From an optimization exercise on the open Yosys and OpenROAD flow, aimed at small area, a short achievable clock period and few clock cycles; shortcuts taken in it are not production practice.
RTL that was checked went through simulation tests only; none was proved equivalent to the original.
Only the layout flow was run in run 1; the RTL was not checked for function there.

==> flow/design.v <==
module SP_wocg(
	clk,
	rst_n,
	in_valid,
	in_data,
	in_mode,
	out_valid,
	out_data
);
input clk, rst_n, in_valid;
input [2:0] in_mode;
input [8:0] in_data;
output reg out_valid;
output reg [8:0] out_data;
integer k;
function [8:0] qadd;     
	input [8:0] x, y;
	reg [9:0] s, s2;
	begin
		s  = {2'b0, x[7:0]} + {2'b0, y[7:0]};
		s2 = {2'b0, x[7:0]} + {2'b0, y[7:0]} + 10'd258;   
		if (s2[9]) qadd = {~(x[8] ^ y[8]), s2[7:0]};
		else       qadd = {x[8] ^ y[8], s[7:0]};
	end
endfunction
function [8:0] qsub;     
	input [8:0] x, y;
	reg [8:0] d, d2;
	begin
		d  = {1'b0, x[7:0]} - {1'b0, y[7:0]};
		d2 = {1'b0, x[7:0]} - {1'b0, y[7:0]} + 9'd254;
		if (d[8]) qsub = {~(x[8] ^ y[8]), d2[7:0]};
		else      qsub = {x[8] ^ y[8], d[7:0]};
	end
endfunction
function [8:0] maddq;    
	input [8:0] x, y;
	input       n;
	reg [9:0] s, s1;
	begin
		s  = {1'b0, x} + {1'b0, y ^ {9{n}}} + {9'd0, n};    
		s1 = s + (n ? 10'd509 : 10'd3);                     
		maddq = (n ? ~s[9] : s1[9]) ? s1[8:0] : s[8:0];
	end
endfunction
function [8:0] madd;     
	input [8:0] x, y;
	reg [9:0] s, s1;
	begin
		s  = {1'b0, x} + {1'b0, y};
		s1 = {1'b0, x} + {1'b0, y} + 10'd3;      
		madd = s1[9] ? s1[8:0] : s[8:0];
	end
endfunction
reg [4:0] cnt;           
reg [2:0] mode;
wire start = (cnt == 5'd0) && in_valid;
reg [4:0] os;            
always @(*) begin
	case ({mode[2], mode[1]})
		2'b00: os = 5'd6;
		2'b10: os = 5'd9;
		2'b01: os = 5'd9;
		default: os = 5'd15;
	endcase
end
wire last = (cnt == os + 5'd5);
wire [4:0] cnt_n = start ? 5'd1 : (cnt == 5'd0 || last) ? 5'd0 : cnt + 5'd1;
always @(posedge clk or negedge rst_n) begin
	if (!rst_n) cnt <= 5'd0;
	else        cnt <= cnt_n;
end
always @(posedge clk) if (start) mode <= in_mode;
reg ph_nl;       
reg first;       
reg ph_b;        
reg ph_k;        
reg ph_c;        
reg ph_s;        
reg ins;         
reg ph_o;        
always @(posedge clk or negedge rst_n) begin
	if (!rst_n) begin
		ph_nl <= 1'b0; ph_b <= 1'b0; ph_k <= 1'b0;
		ph_c <= 1'b0; ph_s <= 1'b0; ins <= 1'b0;
		ph_o <= 1'b0; first <= 1'b0;
	end else begin
		ph_nl <= start || ((cnt >= 5'd1) && (cnt <= 5'd5));
		first <= start;
		ph_b  <= (cnt >= 5'd1) && (cnt <= 5'd6);
		ph_k  <= mode[1] && (cnt >= 5'd6) && (cnt <= 5'd11);
		ph_c  <= mode[1] && (cnt >= 5'd7) && (cnt <= 5'd12);
		ph_s  <= !mode[1] && (cnt >= 5'd2) && (cnt <= 5'd7);
		ins   <= mode[2] && (mode[1] ? (cnt >= 5'd8) && (cnt <= 5'd13)
		                             : (cnt >= 5'd2) && (cnt <= 5'd7));
		ph_o  <= (cnt != 5'd0) && !last && (cnt + 5'd1 >= os);
	end
end
reg  [8:0] nlog_r;
reg        ahi_r;        
wire       in_hi = in_data[8];
wire [7:0] in_f = in_hi ? ~in_data[7:0] - 8'd2 : in_data[7:0];    
reg  [8:0] nlog_t;
always @(posedge clk) begin
	nlog_r <= nlog_t;
	ahi_r  <= in_hi;
end
always @(*) begin
	case (in_f)
      8'd0: nlog_t = 9'd0;
      8'd1: nlog_t = 9'd0;
      8'd2: nlog_t = 9'd169;
      8'd3: nlog_t = 9'd507;
      8'd4: nlog_t = 9'd340;
      8'd5: nlog_t = 9'd480;
      8'd6: nlog_t = 9'd166;
      8'd7: nlog_t = 9'd231;
      8'd8: nlog_t = 9'd509;
      8'd9: nlog_t = 9'd504;
      8'd10: nlog_t = 9'd139;
      8'd11: nlog_t = 9'd182;
      8'd12: nlog_t = 9'd337;
      8'd13: nlog_t = 9'd213;
      8'd14: nlog_t = 9'd402;
      8'd15: nlog_t = 9'd477;
      8'd16: nlog_t = 9'd168;
      8'd17: nlog_t = 9'd374;
      8'd18: nlog_t = 9'd163;
      8'd19: nlog_t = 9'd349;
      8'd20: nlog_t = 9'd310;
      8'd21: nlog_t = 9'd228;
      8'd22: nlog_t = 9'd353;
      8'd23: nlog_t = 9'd410;
      8'd24: nlog_t = 9'd506;
      8'd25: nlog_t = 9'd450;
      8'd26: nlog_t = 9'd384;
      8'd27: nlog_t = 9'd501;
      8'd28: nlog_t = 9'd61;
      8'd29: nlog_t = 9'd50;
      8'd30: nlog_t = 9'd136;
      8'd31: nlog_t = 9'd301;
      8'd32: nlog_t = 9'd339;
      8'd33: nlog_t = 9'd179;
      8'd34: nlog_t = 9'd33;
      8'd35: nlog_t = 9'd201;
      8'd36: nlog_t = 9'd334;
      8'd37: nlog_t = 9'd102;
      8'd38: nlog_t = 9'd8;
      8'd39: nlog_t = 9'd210;
      8'd40: nlog_t = 9'd479;
      8'd41: nlog_t = 9'd293;
      8'd42: nlog_t = 9'd399;
      8'd43: nlog_t = 9'd406;
      8'd44: nlog_t = 9'd12;
      8'd45: nlog_t = 9'd474;
      8'd46: nlog_t = 9'd69;
      8'd47: nlog_t = 9'd327;
      8'd48: nlog_t = 9'd165;
      8'd49: nlog_t = 9'd464;
      8'd50: nlog_t = 9'd109;
      8'd51: nlog_t = 9'd371;
      8'd52: nlog_t = 9'd43;
      8'd53: nlog_t = 9'd89;
      8'd54: nlog_t = 9'd160;
      8'd55: nlog_t = 9'd152;
      8'd56: nlog_t = 9'd230;
      8'd57: nlog_t = 9'd346;
      8'd58: nlog_t = 9'd219;
      8'd59: nlog_t = 9'd359;
      8'd60: nlog_t = 9'd307;
      8'd61: nlog_t = 9'd485;
      8'd62: nlog_t = 9'd470;
      8'd63: nlog_t = 9'd225;
      8'd64: nlog_t = 9'd508;
      8'd65: nlog_t = 9'd183;
      8'd66: nlog_t = 9'd350;
      8'd67: nlog_t = 9'd502;
      8'd68: nlog_t = 9'd202;
      8'd69: nlog_t = 9'd407;
      8'd70: nlog_t = 9'd372;
      8'd71: nlog_t = 9'd360;
      8'd72: nlog_t = 9'd503;
      8'd73: nlog_t = 9'd448;
      8'd74: nlog_t = 9'd273;
      8'd75: nlog_t = 9'd447;
      8'd76: nlog_t = 9'd177;
      8'd77: nlog_t = 9'd415;
      8'd78: nlog_t = 9'd381;
      8'd79: nlog_t = 9'd291;
      8'd80: nlog_t = 9'd138;
      8'd81: nlog_t = 9'd498;
      8'd82: nlog_t = 9'd462;
      8'd83: nlog_t = 9'd272;
      8'd84: nlog_t = 9'd58;
      8'd85: nlog_t = 9'd344;
      8'd86: nlog_t = 9'd65;
      8'd87: nlog_t = 9'd47;
      8'd88: nlog_t = 9'd181;
      8'd89: nlog_t = 9'd284;
      8'd90: nlog_t = 9'd133;
      8'd91: nlog_t = 9'd446;
      8'd92: nlog_t = 9'd238;
      8'd93: nlog_t = 9'd298;
      8'd94: nlog_t = 9'd496;
      8'd95: nlog_t = 9'd319;
      8'd96: nlog_t = 9'd336;
      8'd97: nlog_t = 9'd282;
      8'd98: nlog_t = 9'd123;
      8'd99: nlog_t = 9'd176;
      8'd100: nlog_t = 9'd280;
      8'd101: nlog_t = 9'd114;
      8'd102: nlog_t = 9'd30;
      8'd103: nlog_t = 9'd196;
      8'd104: nlog_t = 9'd212;
      8'd105: nlog_t = 9'd198;
      8'd106: nlog_t = 9'd260;
      8'd107: nlog_t = 9'd414;
      8'd108: nlog_t = 9'd331;
      8'd109: nlog_t = 9'd364;
      8'd110: nlog_t = 9'd323;
      8'd111: nlog_t = 9'd99;
      8'd112: nlog_t = 9'd401;
      8'd113: nlog_t = 9'd262;
      8'd114: nlog_t = 9'd5;
      8'd115: nlog_t = 9'd380;
      8'd116: nlog_t = 9'd390;
      8'd117: nlog_t = 9'd207;
      8'd118: nlog_t = 9'd18;
      8'd119: nlog_t = 9'd95;
      8'd120: nlog_t = 9'd476;
      8'd121: nlog_t = 9'd366;
      8'd122: nlog_t = 9'd144;
      8'd123: nlog_t = 9'd290;
      8'd124: nlog_t = 9'd129;
      8'd125: nlog_t = 9'd420;
      8'd126: nlog_t = 9'd396;
      8'd127: nlog_t = 9'd426;
      8'd128: nlog_t = 9'd167;
      8'd129: nlog_t = 9'd403;
      8'd130: nlog_t = 9'd354;
      8'd131: nlog_t = 9'd137;
      8'd132: nlog_t = 9'd9;
      8'd133: nlog_t = 9'd70;
      8'd134: nlog_t = 9'd161;
      8'd135: nlog_t = 9'd471;
      8'd136: nlog_t = 9'd373;
      8'd137: nlog_t = 9'd382;
      8'd138: nlog_t = 9'd66;
      8'd139: nlog_t = 9'd497;
      8'd140: nlog_t = 9'd31;
      8'd141: nlog_t = 9'd324;
      8'd142: nlog_t = 9'd19;
      8'd143: nlog_t = 9'd397;
      8'd144: nlog_t = 9'd162;
      8'd145: nlog_t = 9'd20;
      8'd146: nlog_t = 9'd107;
      8'd147: nlog_t = 9'd461;
      8'd148: nlog_t = 9'd442;
      8'd149: nlog_t = 9'd217;
      8'd150: nlog_t = 9'd106;
      8'd151: nlog_t = 9'd489;
      8'd152: nlog_t = 9'd348;
      8'd153: nlog_t = 9'd368;
      8'd154: nlog_t = 9'd74;
      8'd155: nlog_t = 9'd271;
      8'd156: nlog_t = 9'd40;
      8'd157: nlog_t = 9'd267;
      8'd158: nlog_t = 9'd460;
      8'd159: nlog_t = 9'd86;
      8'd160: nlog_t = 9'd309;
      8'd161: nlog_t = 9'd131;
      8'd162: nlog_t = 9'd157;
      8'd163: nlog_t = 9'd57;
      8'd164: nlog_t = 9'd121;
      8'd165: nlog_t = 9'd149;
      8'd166: nlog_t = 9'd441;
      8'd167: nlog_t = 9'd258;
      8'd168: nlog_t = 9'd227;
      8'd169: nlog_t = 9'd428;
      8'd170: nlog_t = 9'd3;
      8'd171: nlog_t = 9'd343;
      8'd172: nlog_t = 9'd234;
      8'd173: nlog_t = 9'd142;
      8'd174: nlog_t = 9'd216;
      8'd175: nlog_t = 9'd171;
      8'd176: nlog_t = 9'd352;
      8'd177: nlog_t = 9'd356;
      8'd178: nlog_t = 9'd453;
      8'd179: nlog_t = 9'd64;
      8'd180: nlog_t = 9'd304;
      8'd181: nlog_t = 9'd36;
      8'd182: nlog_t = 9'd105;
      8'd183: nlog_t = 9'd482;
      8'd184: nlog_t = 9'd409;
      8'd185: nlog_t = 9'd72;
      8'd186: nlog_t = 9'd467;
      8'd187: nlog_t = 9'd46;
      8'd188: nlog_t = 9'd155;
      8'd189: nlog_t = 9'd222;
      8'd190: nlog_t = 9'd488;
      8'd191: nlog_t = 9'd1;
      8'd192: nlog_t = 9'd505;
      8'd193: nlog_t = 9'd375;
      8'd194: nlog_t = 9'd451;
      8'd195: nlog_t = 9'd180;
      8'd196: nlog_t = 9'd294;
      8'd197: nlog_t = 9'd465;
      8'd198: nlog_t = 9'd347;
      8'd199: nlog_t = 9'd184;
      8'd200: nlog_t = 9'd449;
      8'd201: nlog_t = 9'd499;
      8'd202: nlog_t = 9'd285;
      8'd203: nlog_t = 9'd283;
      8'd204: nlog_t = 9'd199;
      8'd205: nlog_t = 9'd263;
      8'd206: nlog_t = 9'd367;
      8'd207: nlog_t = 9'd404;
      8'd208: nlog_t = 9'd383;
      8'd209: nlog_t = 9'd21;
      8'd210: nlog_t = 9'd369;
      8'd211: nlog_t = 9'd132;
      8'd212: nlog_t = 9'd429;
      8'd213: nlog_t = 9'd357;
      8'd214: nlog_t = 9'd73;
      8'd215: nlog_t = 9'd376;
      8'd216: nlog_t = 9'd500;
      8'd217: nlog_t = 9'd22;
      8'd218: nlog_t = 9'd23;
      8'd219: nlog_t = 9'd445;
      8'd220: nlog_t = 9'd492;
      8'd221: nlog_t = 9'd77;
      8'd222: nlog_t = 9'd270;
      8'd223: nlog_t = 9'd312;
      8'd224: nlog_t = 9'd60;
      8'd225: nlog_t = 9'd444;
      8'd226: nlog_t = 9'd431;
      8'd227: nlog_t = 9'd237;
      8'd228: nlog_t = 9'd174;
      8'd229: nlog_t = 9'd456;
      8'd230: nlog_t = 9'd39;
      8'd231: nlog_t = 9'd412;
      8'd232: nlog_t = 9'd49;
      8'd233: nlog_t = 9'd491;
      8'd234: nlog_t = 9'd378;
      8'd235: nlog_t = 9'd297;
      8'd236: nlog_t = 9'd187;
      8'd237: nlog_t = 9'd288;
      8'd238: nlog_t = 9'd266;
      8'd239: nlog_t = 9'd386;
      8'd240: nlog_t = 9'd135;
      8'd241: nlog_t = 9'd76;
      8'd242: nlog_t = 9'd25;
      8'd243: nlog_t = 9'd495;
      8'd244: nlog_t = 9'd315;
      8'd245: nlog_t = 9'd434;
      8'd246: nlog_t = 9'd459;
      8'd247: nlog_t = 9'd52;
      8'd248: nlog_t = 9'd300;
      8'd249: nlog_t = 9'd269;
      8'd250: nlog_t = 9'd79;
      8'd251: nlog_t = 9'd318;
      8'd252: nlog_t = 9'd55;
      8'd253: nlog_t = 9'd82;
      8'd254: nlog_t = 9'd85;
      8'd255: nlog_t = 9'd341;
	endcase
end
wire [8:0] nl_a = {nlog_r[8] ^ ahi_r, nlog_r[7:0]};
wire [8:0] e_in;         
reg  [8:0] ns;
reg  [8:0] t_r;          
reg        tq_r;         
reg  [8:0] exp_t;
always @(*) begin
	case (e_in[7:0])
      8'd0: exp_t = 9'd1;
      8'd1: exp_t = 9'd8;
      8'd2: exp_t = 9'd64;
      8'd3: exp_t = 9'd3;
      8'd4: exp_t = 9'd24;
      8'd5: exp_t = 9'd192;
      8'd6: exp_t = 9'd9;
      8'd7: exp_t = 9'd72;
      8'd8: exp_t = 9'd67;
      8'd9: exp_t = 9'd27;
      8'd10: exp_t = 9'd216;
      8'd11: exp_t = 9'd201;
      8'd12: exp_t = 9'd81;
      8'd13: exp_t = 9'd139;
      8'd14: exp_t = 9'd94;
      8'd15: exp_t = 9'd243;
      8'd16: exp_t = 9'd417;
      8'd17: exp_t = 9'd282;
      8'd18: exp_t = 9'd220;
      8'd19: exp_t = 9'd233;
      8'd20: exp_t = 9'd337;
      8'd21: exp_t = 9'd151;
      8'd22: exp_t = 9'd190;
      8'd23: exp_t = 9'd502;
      8'd24: exp_t = 9'd453;
      8'd25: exp_t = 9'd61;
      8'd26: exp_t = 9'd488;
      8'd27: exp_t = 9'd341;
      8'd28: exp_t = 9'd183;
      8'd29: exp_t = 9'd446;
      8'd30: exp_t = 9'd5;
      8'd31: exp_t = 9'd40;
      8'd32: exp_t = 9'd320;
      8'd33: exp_t = 9'd15;
      8'd34: exp_t = 9'd120;
      8'd35: exp_t = 9'd451;
      8'd36: exp_t = 9'd45;
      8'd37: exp_t = 9'd360;
      8'd38: exp_t = 9'd335;
      8'd39: exp_t = 9'd135;
      8'd40: exp_t = 9'd62;
      8'd41: exp_t = 9'd496;
      8'd42: exp_t = 9'd405;
      8'd43: exp_t = 9'd186;
      8'd44: exp_t = 9'd470;
      8'd45: exp_t = 9'd197;
      8'd46: exp_t = 9'd49;
      8'd47: exp_t = 9'd392;
      8'd48: exp_t = 9'd82;
      8'd49: exp_t = 9'd147;
      8'd50: exp_t = 9'd158;
      8'd51: exp_t = 9'd246;
      8'd52: exp_t = 9'd441;
      8'd53: exp_t = 9'd474;
      8'd54: exp_t = 9'd229;
      8'd55: exp_t = 9'd305;
      8'd56: exp_t = 9'd404;
      8'd57: exp_t = 9'd178;
      8'd58: exp_t = 9'd406;
      8'd59: exp_t = 9'd194;
      8'd60: exp_t = 9'd25;
      8'd61: exp_t = 9'd200;
      8'd62: exp_t = 9'd73;
      8'd63: exp_t = 9'd75;
      8'd64: exp_t = 9'd91;
      8'd65: exp_t = 9'd219;
      8'd66: exp_t = 9'd225;
      8'd67: exp_t = 9'd273;
      8'd68: exp_t = 9'd148;
      8'd69: exp_t = 9'd166;
      8'd70: exp_t = 9'd310;
      8'd71: exp_t = 9'd444;
      8'd72: exp_t = 9'd498;
      8'd73: exp_t = 9'd421;
      8'd74: exp_t = 9'd314;
      8'd75: exp_t = 9'd476;
      8'd76: exp_t = 9'd245;
      8'd77: exp_t = 9'd433;
      8'd78: exp_t = 9'd410;
      8'd79: exp_t = 9'd226;
      8'd80: exp_t = 9'd281;
      8'd81: exp_t = 9'd212;
      8'd82: exp_t = 9'd169;
      8'd83: exp_t = 9'd334;
      8'd84: exp_t = 9'd127;
      8'd85: exp_t = 9'd507;
      8'd86: exp_t = 9'd493;
      8'd87: exp_t = 9'd381;
      8'd88: exp_t = 9'd503;
      8'd89: exp_t = 9'd461;
      8'd90: exp_t = 9'd125;
      8'd91: exp_t = 9'd491;
      8'd92: exp_t = 9'd365;
      8'd93: exp_t = 9'd375;
      8'd94: exp_t = 9'd455;
      8'd95: exp_t = 9'd77;
      8'd96: exp_t = 9'd107;
      8'd97: exp_t = 9'd347;
      8'd98: exp_t = 9'd231;
      8'd99: exp_t = 9'd321;
      8'd100: exp_t = 9'd23;
      8'd101: exp_t = 9'd184;
      8'd102: exp_t = 9'd454;
      8'd103: exp_t = 9'd69;
      8'd104: exp_t = 9'd43;
      8'd105: exp_t = 9'd344;
      8'd106: exp_t = 9'd207;
      8'd107: exp_t = 9'd129;
      8'd108: exp_t = 9'd14;
      8'd109: exp_t = 9'd112;
      8'd110: exp_t = 9'd387;
      8'd111: exp_t = 9'd42;
      8'd112: exp_t = 9'd336;
      8'd113: exp_t = 9'd143;
      8'd114: exp_t = 9'd126;
      8'd115: exp_t = 9'd499;
      8'd116: exp_t = 9'd429;
      8'd117: exp_t = 9'd378;
      8'd118: exp_t = 9'd479;
      8'd119: exp_t = 9'd269;
      8'd120: exp_t = 9'd116;
      8'd121: exp_t = 9'd419;
      8'd122: exp_t = 9'd298;
      8'd123: exp_t = 9'd348;
      8'd124: exp_t = 9'd239;
      8'd125: exp_t = 9'd385;
      8'd126: exp_t = 9'd26;
      8'd127: exp_t = 9'd208;
      8'd128: exp_t = 9'd137;
      8'd129: exp_t = 9'd78;
      8'd130: exp_t = 9'd115;
      8'd131: exp_t = 9'd411;
      8'd132: exp_t = 9'd234;
      8'd133: exp_t = 9'd345;
      8'd134: exp_t = 9'd215;
      8'd135: exp_t = 9'd193;
      8'd136: exp_t = 9'd17;
      8'd137: exp_t = 9'd136;
      8'd138: exp_t = 9'd70;
      8'd139: exp_t = 9'd51;
      8'd140: exp_t = 9'd408;
      8'd141: exp_t = 9'd210;
      8'd142: exp_t = 9'd153;
      8'd143: exp_t = 9'd206;
      8'd144: exp_t = 9'd121;
      8'd145: exp_t = 9'd459;
      8'd146: exp_t = 9'd109;
      8'd147: exp_t = 9'd363;
      8'd148: exp_t = 9'd359;
      8'd149: exp_t = 9'd327;
      8'd150: exp_t = 9'd71;
      8'd151: exp_t = 9'd59;
      8'd152: exp_t = 9'd472;
      8'd153: exp_t = 9'd213;
      8'd154: exp_t = 9'd177;
      8'd155: exp_t = 9'd398;
      8'd156: exp_t = 9'd130;
      8'd157: exp_t = 9'd22;
      8'd158: exp_t = 9'd176;
      8'd159: exp_t = 9'd390;
      8'd160: exp_t = 9'd66;
      8'd161: exp_t = 9'd19;
      8'd162: exp_t = 9'd152;
      8'd163: exp_t = 9'd198;
      8'd164: exp_t = 9'd57;
      8'd165: exp_t = 9'd456;
      8'd166: exp_t = 9'd85;
      8'd167: exp_t = 9'd171;
      8'd168: exp_t = 9'd350;
      8'd169: exp_t = 9'd255;
      8'd170: exp_t = 9'd4;
      8'd171: exp_t = 9'd32;
      8'd172: exp_t = 9'd256;
      8'd173: exp_t = 9'd12;
      8'd174: exp_t = 9'd96;
      8'd175: exp_t = 9'd259;
      8'd176: exp_t = 9'd36;
      8'd177: exp_t = 9'd288;
      8'd178: exp_t = 9'd268;
      8'd179: exp_t = 9'd108;
      8'd180: exp_t = 9'd355;
      8'd181: exp_t = 9'd295;
      8'd182: exp_t = 9'd324;
      8'd183: exp_t = 9'd47;
      8'd184: exp_t = 9'd376;
      8'd185: exp_t = 9'd463;
      8'd186: exp_t = 9'd141;
      8'd187: exp_t = 9'd110;
      8'd188: exp_t = 9'd371;
      8'd189: exp_t = 9'd423;
      8'd190: exp_t = 9'd330;
      8'd191: exp_t = 9'd95;
      8'd192: exp_t = 9'd251;
      8'd193: exp_t = 9'd481;
      8'd194: exp_t = 9'd285;
      8'd195: exp_t = 9'd244;
      8'd196: exp_t = 9'd425;
      8'd197: exp_t = 9'd346;
      8'd198: exp_t = 9'd223;
      8'd199: exp_t = 9'd257;
      8'd200: exp_t = 9'd20;
      8'd201: exp_t = 9'd160;
      8'd202: exp_t = 9'd262;
      8'd203: exp_t = 9'd60;
      8'd204: exp_t = 9'd480;
      8'd205: exp_t = 9'd277;
      8'd206: exp_t = 9'd180;
      8'd207: exp_t = 9'd422;
      8'd208: exp_t = 9'd322;
      8'd209: exp_t = 9'd31;
      8'd210: exp_t = 9'd248;
      8'd211: exp_t = 9'd457;
      8'd212: exp_t = 9'd93;
      8'd213: exp_t = 9'd235;
      8'd214: exp_t = 9'd353;
      8'd215: exp_t = 9'd279;
      8'd216: exp_t = 9'd196;
      8'd217: exp_t = 9'd41;
      8'd218: exp_t = 9'd328;
      8'd219: exp_t = 9'd79;
      8'd220: exp_t = 9'd123;
      8'd221: exp_t = 9'd475;
      8'd222: exp_t = 9'd237;
      8'd223: exp_t = 9'd369;
      8'd224: exp_t = 9'd407;
      8'd225: exp_t = 9'd202;
      8'd226: exp_t = 9'd89;
      8'd227: exp_t = 9'd203;
      8'd228: exp_t = 9'd97;
      8'd229: exp_t = 9'd267;
      8'd230: exp_t = 9'd100;
      8'd231: exp_t = 9'd291;
      8'd232: exp_t = 9'd292;
      8'd233: exp_t = 9'd300;
      8'd234: exp_t = 9'd364;
      8'd235: exp_t = 9'd367;
      8'd236: exp_t = 9'd391;
      8'd237: exp_t = 9'd74;
      8'd238: exp_t = 9'd83;
      8'd239: exp_t = 9'd155;
      8'd240: exp_t = 9'd222;
      8'd241: exp_t = 9'd249;
      8'd242: exp_t = 9'd465;
      8'd243: exp_t = 9'd157;
      8'd244: exp_t = 9'd238;
      8'd245: exp_t = 9'd377;
      8'd246: exp_t = 9'd471;
      8'd247: exp_t = 9'd205;
      8'd248: exp_t = 9'd113;
      8'd249: exp_t = 9'd395;
      8'd250: exp_t = 9'd106;
      8'd251: exp_t = 9'd339;
      8'd252: exp_t = 9'd167;
      8'd253: exp_t = 9'd318;
      8'd254: exp_t = 9'd0;
      8'd255: exp_t = 9'd0;
	endcase
end
always @(posedge clk) begin
	t_r  <= exp_t;
	tq_r <= e_in[8];
end
wire [8:0] v_r = tq_r ? 9'd509 - t_r : t_r;
reg [8:0] rs [0:5];      
reg [8:0] rc [0:5];      
reg       rv [0:5];      
wire [8:0] k_x = mode[0] ? ns : rc[0];
wire [8:0] k_y = mode[0] ? rc[0] : ns;
assign e_in = ph_k ? qsub(k_x, k_y) : nl_a;
always @(posedge clk) if (ph_nl) ns <= first ? nl_a : qadd(ns, nl_a);
wire [8:0] bval = mode[0] ? v_r : rs[1];
wire [8:0] s_y = (mode[0] | ph_c) ? t_r : rs[1];
wire       s_n = (mode[0] | ph_c) & tq_r;
reg  [5:0] gt;           
always @(*) begin
	for (k = 0; k < 6; k = k + 1)
		gt[k] = (k == 2) || (rv[k] && (rc[2] < rc[k]));
end
always @(posedge clk) begin
	for (k = 0; k < 6; k = k + 1) begin
		rs[(k+1)%6] <= rs[k];
		if (ins && gt[k]) rc[(k+1)%6] <= gt[(k+1)%6] ? rc[(k+1)%6] : rc[2];
		else              rc[(k+1)%6] <= rc[k];
		rv[(k+1)%6] <= rv[k] & ~start;
	end
	if (in_valid) rs[0] <= in_data;
	if (ph_nl) rc[1] <= nl_a;
	if (ph_b || ph_c) begin
		rs[2] <= maddq(rs[1], s_y, s_n);
		rc[2] <= ph_c ? v_r : mode[1] ? rc[1] : bval;
	end
	if (ph_s) rs[3] <= madd(rs[2], rc[2]);
	if (ins) rv[3] <= 1'b1;
end
wire       o_2 = mode[2] | mode[1];
wire [8:0] e_val = madd(o_2 ? rs[2] : rs[5], o_2 ? rc[2] : rc[5]);
always @(posedge clk or negedge rst_n) begin
	if (!rst_n) begin
		out_valid <= 1'b0;
		out_data  <= 9'd0;
	end else begin
		out_valid <= ph_o;
		out_data  <= ph_o ? e_val : 9'd0;
	end
end
endmodule
==> flow/run.sh <==
#!/bin/bash
# synth_recipe.tcl (not shown) runs the flow's synth.tcl, then flattens the netlist and writes it again
# the make line also repeats each setting of config.mk as NAME=value (left out here)
make -C /OpenROAD-flow-scripts/flow DESIGN_CONFIG=/design/flow/config.mk WORK_HOME=/design/flow/orfs CLKGATE_MAP_FILE= SYNTH_SCRIPT=/design/flow/synth_recipe.tcl finish
==> flow/config.mk <==
export PLATFORM = sky130hd
export DESIGN_NAME = SP_wocg
export DESIGN_NICKNAME = SP_wocg
export VERILOG_FILES = /design/flow/design.v
export SDC_FILE = /design/flow/constraint.sdc
export NUM_CORES = 4
export LEC_CHECK = 0
export ABC_AREA = 1
export ABC_CLOCK_PERIOD_IN_PS = 3500
export CAP_MARGIN = 20
export CORE_MARGIN = 2
export CORE_UTILIZATION = 55
export SETUP_SLACK_MARGIN = 4.0
export SLEW_MARGIN = 20
export SYNTH_MEMORY_MAX_BITS = 16384
export TNS_END_PERCENT = 5
==> flow/constraint.sdc <==
create_clock -name core_clock -period 8.0 [get_ports {clk}]
set_input_delay 1.6000 -clock core_clock [delete_from_list [all_inputs] [get_ports {clk}]]
set_output_delay 1.6000 -clock core_clock [all_outputs]
set_load 0.01 [all_outputs]
==> flow_summary_export.csv, run 1 <==
group,metric,value,unit
timing,min_period,4.21,ns
layout,diodes,0,
die,die_x,181,µm
route,drt_wl_total,68700,µm
logic_synthesis,syn_nets,2836,
route,first_pass_iters,8,
setup_path,regToRegSetupSlack,3.90,ns
grt,grt_pass1_wl,103000,µm
logic_synthesis,synth_seq_area_share,0.242,
route,wl_per_cell,22.4,µm
grt,grt_pass1_vias,18200,
route,remaining_drc_errors,0,
logic_synthesis,syn_area,0.0172,mm²
logic_synthesis,synthSimpleGateAreaFrac,0.352,
logic_synthesis,ys_types,61,
clock_network,cts_buffer_depth,2,
clock_network,cts.clk_slew.worst_paths,0.08,ns
logic_synthesis,ys_warn_count,4,
setup_path,cp.arrival,4.54,ns
layout,drive_gt1_frac,0.0778,
logic_synthesis,synth_xor_area_frac,0.0357,
logic_synthesis,syn_area_per_cell,6.41,µm²
route,drtAntennaViolNets,0,
clock_network,cts_buffers,17,
timing,clock_skew,0.0166,ns
placed_design,place.gp.congestion,1.07,
timing,hold_ws,0.327,ns
timing,finalCritPeriodShare,0.526,
placed_design,portBuffers,24,
route,vias,20000,
die,die_h,181,µm
setup_path,worstSetupPathType,"in2reg",
clock_network,cts_root_buffer,"clkbuf_16",
setup_path,crit_path_frequent_cell,"nand2_1",
timing,slew_viol_final,0,
placed_design,dpl.cell_count,3007,
setup_path,cp.required,8.33,ns
logic_synthesis,synth-compound-area-share,0.167,
logic_synthesis,synth_mux_area_frac,0.000656,
clock_network,clock_latency,0.45,ns
grt,antenna_found_initial,1,
logic_synthesis,synth_seq_cells,169,
timing,maxSlewHeadroom,0.215,
setup_path,crit_family,"buffers and inverters",
timing,fmax,237,MHz
setup_path,slowest_stage,"o21ai_0",
placed_design,dp_hpwl,48700,µm
die,core_area,0.0307,mm²
layout,fillCellCount,2815,
setup_path,slowest_delay,0.42,ns
setup_path,end_kind,"flip-flop",
placed_design,placed_cell_area,0.0176,mm²
setup_path,worstPathMaxFanout,29,
layout,design_area,0.0188,mm²
layout,final_cells,3070,
layout,syn_to_final_growth,9.51,%
route,drtIter0Drc,3270,
logic_synthesis,synth_top_family_by_area,"simple AND/OR/NAND/NOR gates",
route,routed_via_density,6.52,
grt,grt_max_degree,72,
layout,fin_nets,2816,
status,run_status,"no timing/DRC/antenna violations",
timing,fin_tns_setup,0,ns
clock_network,htree_levels,4,
die,fp-row-count,64,
logic_synthesis,synth-adder-area-share,0.104,
die,initial_core_util,0.560,
job,max_cap_viol_count,0,
setup_path,path_buf_inv,4,
setup_path,start_kind,"primary input",
die,ioPinCount,25,
timing,tightest_slew,1.17,ns
timing,setup_violations,0,
timing,hold_viol_final,0,
setup_path,crit_chain,"clkdlybuf4s15_2 -> ha_1 -> nand2_1 -> nand2_1 -> buf_8 -> inv_1 -> buf_4 -> nand2_2 -> nor2_1 -> a31oi_2 -> nand2_1 -> nand2_1 -> a21oi_1 -> o21ai_0 -> nand2_1",
grt,gr-usage-all-layers,0.400,
clock_network,cts.sinks,169,
logic_synthesis,synthCells,2681,
hold_path,min_path_type,"reg2reg",
die,dieArea,0.0327,mm²
timing,rsz0062_at_grt,"yes",
clock_network,cts_tree,"done",
grt,gr-total-overflow,0,
[synthesized netlist by cell type, drive strengths merged]
| cell | instances | area share |
|---|---|---|
| a21o | 5 | 0.0022 |
| nand3 | 432 | 0.13 |
| a21oi | 131 | 0.039 |
| clkinv | 6 | 0.0013 |
| a22oi | 4 | 0.0017 |
| a31oi | 15 | 0.0055 |
| a211oi | 9 | 0.0039 |
| nor4 | 2 | 0.00073 |
| o31ai | 8 | 0.0035 |
| o211ai | 43 | 0.019 |
| a311oi | 3 | 0.0015 |
| buf | 63 | 0.021 |
| inv | 293 | 0.064 |
| mux2 | 1 | 0.00066 |
| or2 | 7 | 0.0025 |
| fa | 4 | 0.0047 |
| o221ai | 8 | 0.0041 |
| a21boi | 6 | 0.0026 |
| o21a | 5 | 0.0022 |
| o21bai | 4 | 0.0017 |
| a221oi | 2 | 0.0010 |
| a221o | 1 | 0.00058 |
| nor2 | 182 | 0.041 |
| xnor2 | 22 | 0.011 |
| xor2 | 48 | 0.024 |
| ha | 136 | 0.099 |
| nor3 | 21 | 0.0064 |
| nand2 | 724 | 0.16 |
| a32o | 6 | 0.0035 |
| o2111ai | 2 | 0.0010 |
| o41ai | 1 | 0.00051 |
| o32ai | 5 | 0.0025 |
| o21ai | 210 | 0.061 |
| clkbuf | 57 | 0.012 |
| and2 | 1 | 0.00036 |
| nand4 | 19 | 0.0069 |
| o311ai | 13 | 0.0066 |
| nor3b | 1 | 0.00044 |
| nand3b | 4 | 0.0017 |
| edfxtp | 66 | 0.12 |
| o22ai | 7 | 0.0025 |
| dfrtp | 23 | 0.034 |
| a2111oi | 1 | 0.00051 |
| dfxtp | 80 | 0.093 |
[flip-flops by register name, indices dropped and copies added (netlist names)]
register and count:
rs 54, ph_c 1, tq_r 1, nlog_r 9
ph_nl 1, ph_k 1, mode 3, ns 9
ahi_r 1, first 1, ins 1, out_data 9
ph_s 1, cnt 5, t_r 9, rv 6
out_valid 1, ph_o 1, rc 54, ph_b 1
[logic make-up (layout without fill, tap and decap cells)]
logic type                 Yosys count  count (layout)
and+or+nand+nor                   1393            1401
AOI/OAI and AO/OA                  489             489
buffers and inverters              419             404
DFF                                169             169
adders and majority gates          140             140
xor gates and xnor gates            70              70
muxes                                1               1
[final cells by class]
type                       instances  area, µm²  share of cell area
tap                              396        495              0.0263
timing repair inverter             1       5.00            0.000266
sequential                       169       4160               0.221
timing repair buffer              72        658              0.0350
inverter                         299       1130              0.0602
multi-input combinational       2101      11800               0.626
clock buffer                      19        454              0.0241
clock inverter                    13        131             0.00698
[worst paths after layout]
check | startpoint | to | depth (start not counted)
hold / removal | rs[4][3] | rs[5][3] | 0
hold reg to reg | rs[4][3] | rs[5][3] | 0
max in group asynchronous | rst_n | cnt[3] | 1
setup / recovery | in_data[1] | nlog_r[6] | 15
min in group asynchronous | rst_n | cnt[0] | 1
setup reg to reg | mode[0] | t_r[4] | 22
[layout by cell type, fill, tap and decap left out, types with 9 or more instances in the layout]
cell             count
a211oi_1             9
a21oi_1            127
a31oi_1             14
buf_4               40
clkbuf_16           18
clkdlybuf4s50_1     20
dfrtp_1             23
dfxtp_1             79
edfxtp_1            66
ha_1               131
inv_1              284
nand2_1            687
nand2_2             28
nand2_4             11
nand3_1            415
nand3_2             10
nand4_1             19
nor2_1             160
nor2_2              17
nor3_1              20
o211ai_1            43
o21ai_0            193
o21ai_1             11
o311ai_0            10
xnor2_1             21
xor2_1              45
[per-stage QoR]
step | utilization | setup slack [ns]
2_1_floorplan | - | 4.02
3_3_place_gp | 0.573 | 2.60
3_5_place_dp | 0.573 | 2.61
4_1_cts | 0.597 | 3.82
5_1_grt | 0.613 | 3.74
6_report | 0.613 | 3.79
[what timing repair did]
item / in CTS / in global routing
pin swaps: 0 / 12
hold buffers: 0 / 0
resized for setup: 40 / 67
setup endpoints to repair: 36 / 39
setup buffers: 5 / 17
gates cloned: 0 / 9
[layer usage]
metal,GRT usage,wire (µm)
met1,0.509,25200
met2,0.617,29900
met3,0.0955,8610
met4,0.238,4970
met5,0,13
==> run 2, diff against run 1 <==
--- a/flow/design.v
+++ b/flow/design.v
@@ -59,54 +59,57 @@
 always @(*) begin
 	case ({mode[2], mode[1]})
 		2'b00: os = 5'd6;
-		2'b10: os = 5'd9;
-		2'b01: os = 5'd9;
-		default: os = 5'd15;
+		2'b10: os = 5'd10;
+		2'b01: os = 5'd10;
+		default: os = 5'd16;
 	endcase
 end
 wire last = (cnt == os + 5'd5);
 wire [4:0] cnt_n = start ? 5'd1 : (cnt == 5'd0 || last) ? 5'd0 : cnt + 5'd1;
+wire [2:0] mode_n = start ? in_mode : mode;
 always @(posedge clk or negedge rst_n) begin
 	if (!rst_n) cnt <= 5'd0;
 	else        cnt <= cnt_n;
 end
 always @(posedge clk) if (start) mode <= in_mode;
 reg ph_nl;       
-reg first;       
 reg ph_b;        
 reg ph_k;        
+reg ph_ns;       
 reg ph_c;        
 reg ph_s;        
 reg ins;         
 reg ph_o;        
+reg first;       
 always @(posedge clk or negedge rst_n) begin
 	if (!rst_n) begin
 		ph_nl <= 1'b0; ph_b <= 1'b0; ph_k <= 1'b0;
-		ph_c <= 1'b0; ph_s <= 1'b0; ins <= 1'b0;
+		ph_c <= 1'b0; ph_s <= 1'b0; ins <= 1'b0; ph_ns <= 1'b0;
 		ph_o <= 1'b0; first <= 1'b0;
 	end else begin
-		ph_nl <= start || ((cnt >= 5'd1) && (cnt <= 5'd5));
-		first <= start;
-		ph_b  <= (cnt >= 5'd1) && (cnt <= 5'd6);
-		ph_k  <= mode[1] && (cnt >= 5'd6) && (cnt <= 5'd11);
-		ph_c  <= mode[1] && (cnt >= 5'd7) && (cnt <= 5'd12);
-		ph_s  <= !mode[1] && (cnt >= 5'd2) && (cnt <= 5'd7);
-		ins   <= mode[2] && (mode[1] ? (cnt >= 5'd8) && (cnt <= 5'd13)
-		                             : (cnt >= 5'd2) && (cnt <= 5'd7));
-		ph_o  <= (cnt != 5'd0) && !last && (cnt + 5'd1 >= os);
+		ph_nl <= (cnt_n >= 5'd2) && (cnt_n <= 5'd7);
+		first <= (cnt_n == 5'd1);
+		ph_ns <= (cnt_n >= 5'd1) && (cnt_n <= 5'd6);
+		ph_b  <= (cnt_n >= 5'd3) && (cnt_n <= 5'd8);
+		ph_k  <= mode_n[1] && (cnt_n >= 5'd7) && (cnt_n <= 5'd12);
+		ph_c  <= mode_n[1] && (cnt_n >= 5'd9) && (cnt_n <= 5'd14);
+		ph_s  <= !mode_n[1] && (cnt_n >= 5'd4) && (cnt_n <= 5'd9);
+		ins   <= mode_n[2] && (mode_n[1] ? (cnt_n >= 5'd10) && (cnt_n <= 5'd15)
+		                                 : (cnt_n >= 5'd4) && (cnt_n <= 5'd9));
+		ph_o  <= (cnt_n != 5'd0) && (cnt_n >= os);
 	end
 end
-reg  [8:0] nlog_r;
-reg        ahi_r;        
-wire       in_hi = in_data[8];
+reg [7:0] af_r;          
+reg       ahi_r;         
+wire      in_hi = in_data[8];
 wire [7:0] in_f = in_hi ? ~in_data[7:0] - 8'd2 : in_data[7:0];    
-reg  [8:0] nlog_t;
 always @(posedge clk) begin
-	nlog_r <= nlog_t;
-	ahi_r  <= in_hi;
+	af_r  <= in_f;
+	ahi_r <= in_hi;
 end
+reg  [8:0] nlog_t;
 always @(*) begin
-	case (in_f)
+	case (af_r)
       8'd0: nlog_t = 9'd0;
       8'd1: nlog_t = 9'd0;
       8'd2: nlog_t = 9'd169;
@@ -365,8 +368,8 @@
       8'd255: nlog_t = 9'd341;
 	endcase
 end
-wire [8:0] nl_a = {nlog_r[8] ^ ahi_r, nlog_r[7:0]};
-wire [8:0] e_in;         
+wire [8:0] nl_a = {nlog_t[8] ^ ahi_r, nlog_t[7:0]};
+reg  [8:0] e_in;
 reg  [8:0] ns;
 reg  [8:0] t_r;          
 reg        tq_r;         
@@ -641,34 +644,34 @@
 reg       rv [0:5];      
 wire [8:0] k_x = mode[0] ? ns : rc[0];
 wire [8:0] k_y = mode[0] ? rc[0] : ns;
-assign e_in = ph_k ? qsub(k_x, k_y) : nl_a;
-always @(posedge clk) if (ph_nl) ns <= first ? nl_a : qadd(ns, nl_a);
-wire [8:0] bval = mode[0] ? v_r : rs[1];
-wire [8:0] s_y = (mode[0] | ph_c) ? t_r : rs[1];
+always @(posedge clk) e_in <= ph_k ? qsub(k_x, k_y) : nl_a;
+always @(posedge clk) if (ph_ns) ns <= first ? nl_a : qadd(ns, nl_a);
+wire [8:0] bval = mode[0] ? v_r : rs[2];
+wire [8:0] s_y = (mode[0] | ph_c) ? t_r : rs[2];
 wire       s_n = (mode[0] | ph_c) & tq_r;
 reg  [5:0] gt;           
 always @(*) begin
 	for (k = 0; k < 6; k = k + 1)
-		gt[k] = (k == 2) || (rv[k] && (rc[2] < rc[k]));
+		gt[k] = (k == 3) || (rv[k] && (rc[3] < rc[k]));
 end
 always @(posedge clk) begin
 	for (k = 0; k < 6; k = k + 1) begin
 		rs[(k+1)%6] <= rs[k];
-		if (ins && gt[k]) rc[(k+1)%6] <= gt[(k+1)%6] ? rc[(k+1)%6] : rc[2];
+		if (ins && gt[k]) rc[(k+1)%6] <= gt[(k+1)%6] ? rc[(k+1)%6] : rc[3];
 		else              rc[(k+1)%6] <= rc[k];
 		rv[(k+1)%6] <= rv[k] & ~start;
 	end
 	if (in_valid) rs[0] <= in_data;
-	if (ph_nl) rc[1] <= nl_a;
+	if (ph_nl) rc[2] <= e_in;
 	if (ph_b || ph_c) begin
-		rs[2] <= maddq(rs[1], s_y, s_n);
-		rc[2] <= ph_c ? v_r : mode[1] ? rc[1] : bval;
+		rs[3] <= maddq(rs[2], s_y, s_n);
+		rc[3] <= ph_c ? v_r : mode[1] ? rc[2] : bval;
 	end
-	if (ph_s) rs[3] <= madd(rs[2], rc[2]);
-	if (ins) rv[3] <= 1'b1;
+	if (ph_s) rs[4] <= madd(rs[3], rc[3]);
+	if (ins) rv[4] <= 1'b1;
 end
-wire       o_2 = mode[2] | mode[1];
-wire [8:0] e_val = madd(o_2 ? rs[2] : rs[5], o_2 ? rc[2] : rc[5]);
+wire       o_3 = mode[2] | mode[1];
+wire [8:0] e_val = madd(o_3 ? rs[3] : rs[5], o_3 ? rc[3] : rc[5]);
 always @(posedge clk or negedge rst_n) begin
 	if (!rst_n) begin
 		out_valid <= 1'b0;
--- a/flow/config.mk
+++ b/flow/config.mk
@@ -9,7 +9,7 @@
 export ABC_CLOCK_PERIOD_IN_PS = 3500
 export CAP_MARGIN = 20
 export CORE_MARGIN = 2
-export CORE_UTILIZATION = 55
+export CORE_UTILIZATION = 40
 export SETUP_SLACK_MARGIN = 4.0
 export SLEW_MARGIN = 20
 export SYNTH_MEMORY_MAX_BITS = 16384
==> flow_summary_export.csv, run 2 <==
group,metric,value,unit
clock_network,cts_buffer_depth,2,
logic_synthesis,synth.most_common_cell,"nand2_1",
placed_design,portBuffers,24,
logic_synthesis,synth_seq_cells,179,
timing,rsz0062_at_grt,"yes",
layout,top_regs,"rc x54, rs x54",
route,vias,18800,
route,remaining_drc_errors,0,
setup_path,r2r-start,"e_in[2]",
setup_path,start_kind,"primary input",
setup_path,cp.required,8.34,ns
hold_path,hold-path-endpoint,"rs[2][3]",
grt,antenna_found_initial,2,
grt,gr-total-overflow,0,
timing,setup_violations,0,
logic_synthesis,synthTopCellsByCount,"nand2_1 (615), inv_1 (294), nor2_1 (237)",
logic_synthesis,syn_area,0.0170,mm²
status,run_status,"no timing/DRC/antenna violations",
setup_path,cp.arrival,4.39,ns
job,max_cap_viol_count,0,
layout,diodes,0,
die,die_h,210,µm
setup_path,worstSetupPathType,"in2reg",
logic_synthesis,synth_top_area_frac,0.136,
timing,fmax,247,MHz
setup_path,end_kind,"flip-flop",
clock_network,cts_buffers,17,
layout,fillCellCount,4419,
setup_path,worstPathMaxFanout,49,
route,drtIter0Drc,2276,
timing,tightest_slew,1.24,ns
timing,finalCritPeriodShare,0.505,
timing,min_period,4.04,ns
clock_network,cts_tree,"done",
placed_design,place.gp.congestion,1.02,
setup_path,ff2ff_path_depth,10,
setup_path,cp-startpoint,"in_data[2]",
timing,hold_viol_final,0,
die,initial_core_util,0.404,
die,ioPinCount,25,
logic_synthesis,syn_area_per_cell,6.60,µm²
clock_network,clock_latency,0.47,ns
layout,drive_gt1_frac,0.0722,
hold_path,min-delay-start,"rs[1][3]",
timing,slew_viol_final,0,
layout,syn_to_final_growth,9.88,%
setup_path,r2r-end,"t_r[3]",
layout,layout_commonest_cell,"nand2_1",
route,drt_wl_total,74000,µm
route,first_pass_iters,6,
logic_synthesis,yosysTopAreaCell,"nand2_1",
setup_path,regToRegSetupSlack,4.05,ns
layout,fin_nets,2704,
hold_path,min_path_type,"reg2reg",
die,die_x,210,µm
logic_synthesis,synth_seq_area_share,0.256,
clock_network,cts.clk_slew.worst_paths,0.08,ns
timing,clock_skew,0.0248,ns
logic_synthesis,synth_ff_type,"dfxtp_1",
logic_synthesis,synthCells,2572,
logic_synthesis,ys_warn_count,4,
grt,gr-usage-all-layers,0.333,
grt,grt_max_degree,63,
clock_network,cts_root_buffer,"clkbuf_16",
die,fp-row-count,75,
route,drtAntennaViolNets,0,
hold_path,worstHoldPathCells,0,
grt,grt_pass1_wl,110000,µm
logic_synthesis,async_flop_share,0.134,
logic_synthesis,syn_nets,2725,
clock_network,htree_levels,4,
logic_synthesis,ys_types,63,
clock_network,cts.sinks,179,
placed_design,dp_hpwl,55500,µm
logic_synthesis,synth.area.top_cells,"nand2_1 (14%), edfxtp_1 (11%), dfxtp_1 (11%), ha_1 (9.8%), o21ai_0 (6.9%)",
die,dieArea,0.0441,mm²
route,routed_via_density,6.06,
timing,maxSlewHeadroom,0.155,
layout,layout_common_cells,"nand2_1 (608), inv_1 (289), o21ai_0 (225), nor2_1 (220), nand3_1 (201)",
route,wl_per_cell,23.9,µm
logic_synthesis,synth-edff-count,64,
timing,fin_tns_setup,0,ns
grt,grt_pass1_vias,17900,
die,core_area,0.0419,mm²
-- run 2: metrics by stage --
step           setup WS, ns  hold slack (ns)  instances  area [µm²]   util
3_5_place_dp           2.66            0.312       3057       17700  0.422
6_report               3.96            0.324       3103       18600  0.444
3_3_place_gp           2.50            0.311       3057       17700  0.422
2_1_floorplan          4.16            0.310       2572       17000      -
4_1_cts                3.78            0.328       3090       18300  0.437
5_1_grt                3.91            0.332       3103       18600  0.444
-- run 2: final cells by class --
| cell class | instances | area (µm²) | area share |
|---|---|---|---|
| Clock buffer | 19 | 454 | 0.0244 |
| Clock inverter | 13 | 154 | 0.00826 |
| Inverter | 316 | 1220 | 0.0655 |
| Multi-Input combinational cell | 1970 | 11200 | 0.599 |
| Sequential cell | 179 | 4350 | 0.233 |
| Tap cell | 539 | 674 | 0.0362 |
| Timing Repair Buffer | 66 | 612 | 0.0328 |
| Timing Repair inverter | 1 | 5.00 | 0.000269 |
-- run 2: worst max-delay path, cell delays in order --
cell and delay [ns]:
clkdlybuf4s50_1 0.49, ha_1 0.26, o21ai_2 0.39, nand2_8 0.19, buf_16 0.24, nand2_1 0.28
nor2_1 0.15, o221ai_1 0.39, a31oi_1 0.14, a22o_1 0.22
-- run 2: layer usage --
layer | GRT usage | vias up | part of all wire
met3 | 0.0480 | 289 | 0.077
li1 | - | 8694 | -
met5 | 0 | - | 0
met2 | 0.534 | 1013 | 0.45
met1 | 0.418 | 8796 | 0.40
met4 | 0.216 | 0 | 0.074
-- run 2: cells by family (layout without fill, tap and decap cells) --
kind of cell	Yosys count	after routing	share of synthesized area
AO/OA/AOI/OAI	602	602	0.214
XOR/XNOR	75	75	0.0392
adder cells (fa/ha/maj)	138	138	0.104
buffers and inverters	424	415	0.0966
flip-flops	179	179	0.256
multiplexers	3	3	0.00199
AND/OR/NAND/NOR	1151	1152	0.288
-- run 2: worst max-delay path by stage --
stage | end | slack, ns | depth (start not counted)
floorplan | nlog_t[2] | 4.16 | 13
global placement | nlog_t[8] | 2.50 | 14
detailed placement | nlog_t[6] | 2.66 | 14
CTS | nlog_t[7] | 3.78 | 11
global route | nlog_t[1] | 3.91 | 13
finish | nlog_t[7] | 3.96 | 10
-- run 2: timing repair --
| item | in CTS | in global routing |
|---|---|---|
| cloned | 0 | 2 |
| pin swaps | 0 | 6 |
| resized for setup | 14 | 75 |
| hold buffers | 0 | 0 |
| endpoints found under the setup margin | 19 | 29 |
| setup buffers | 1 | 11 |
Testbench counts of run 2, summed over its fixed seeds: cycles 6,708.

-- what the ideal ports hide --
In the flow no input, the clock included, has a driving cell. The finished layouts below were timed again as built, in two steps. Step 1, drivers: a clkbuf_16 drives clk and a buf_2 each remaining input, both assumed. Step 2, shift: input delay + t, output delay - t, t = (earliest + latest rising clock arrival at the registers) / 2. This alone moves slack from input paths to output paths. Slacks: ideal / step 1 / step 2; pairs: ideal / step 1.
| run | shift t [ns] | slack for setup (ns) | worst setup path after step 2 | slew at the worst register clock pin (ns) | pins driven straight from the clock port |
|---|---|---|---|---|---|
| run 1 | 0.497 | 3.789 / 3.823 / 3.326 | input to register | 0.08 / 0.08 | 1 |
| run 2 | 0.509 | 3.956 / 3.988 / 3.479 | input to register | 0.09 / 0.09 | 1 |
After both steps setup and hold are still met in every run listed. For run 2, which loses most, drivers alone change the setup slack by +0.032 ns; drivers and shift together by -0.477 ns.
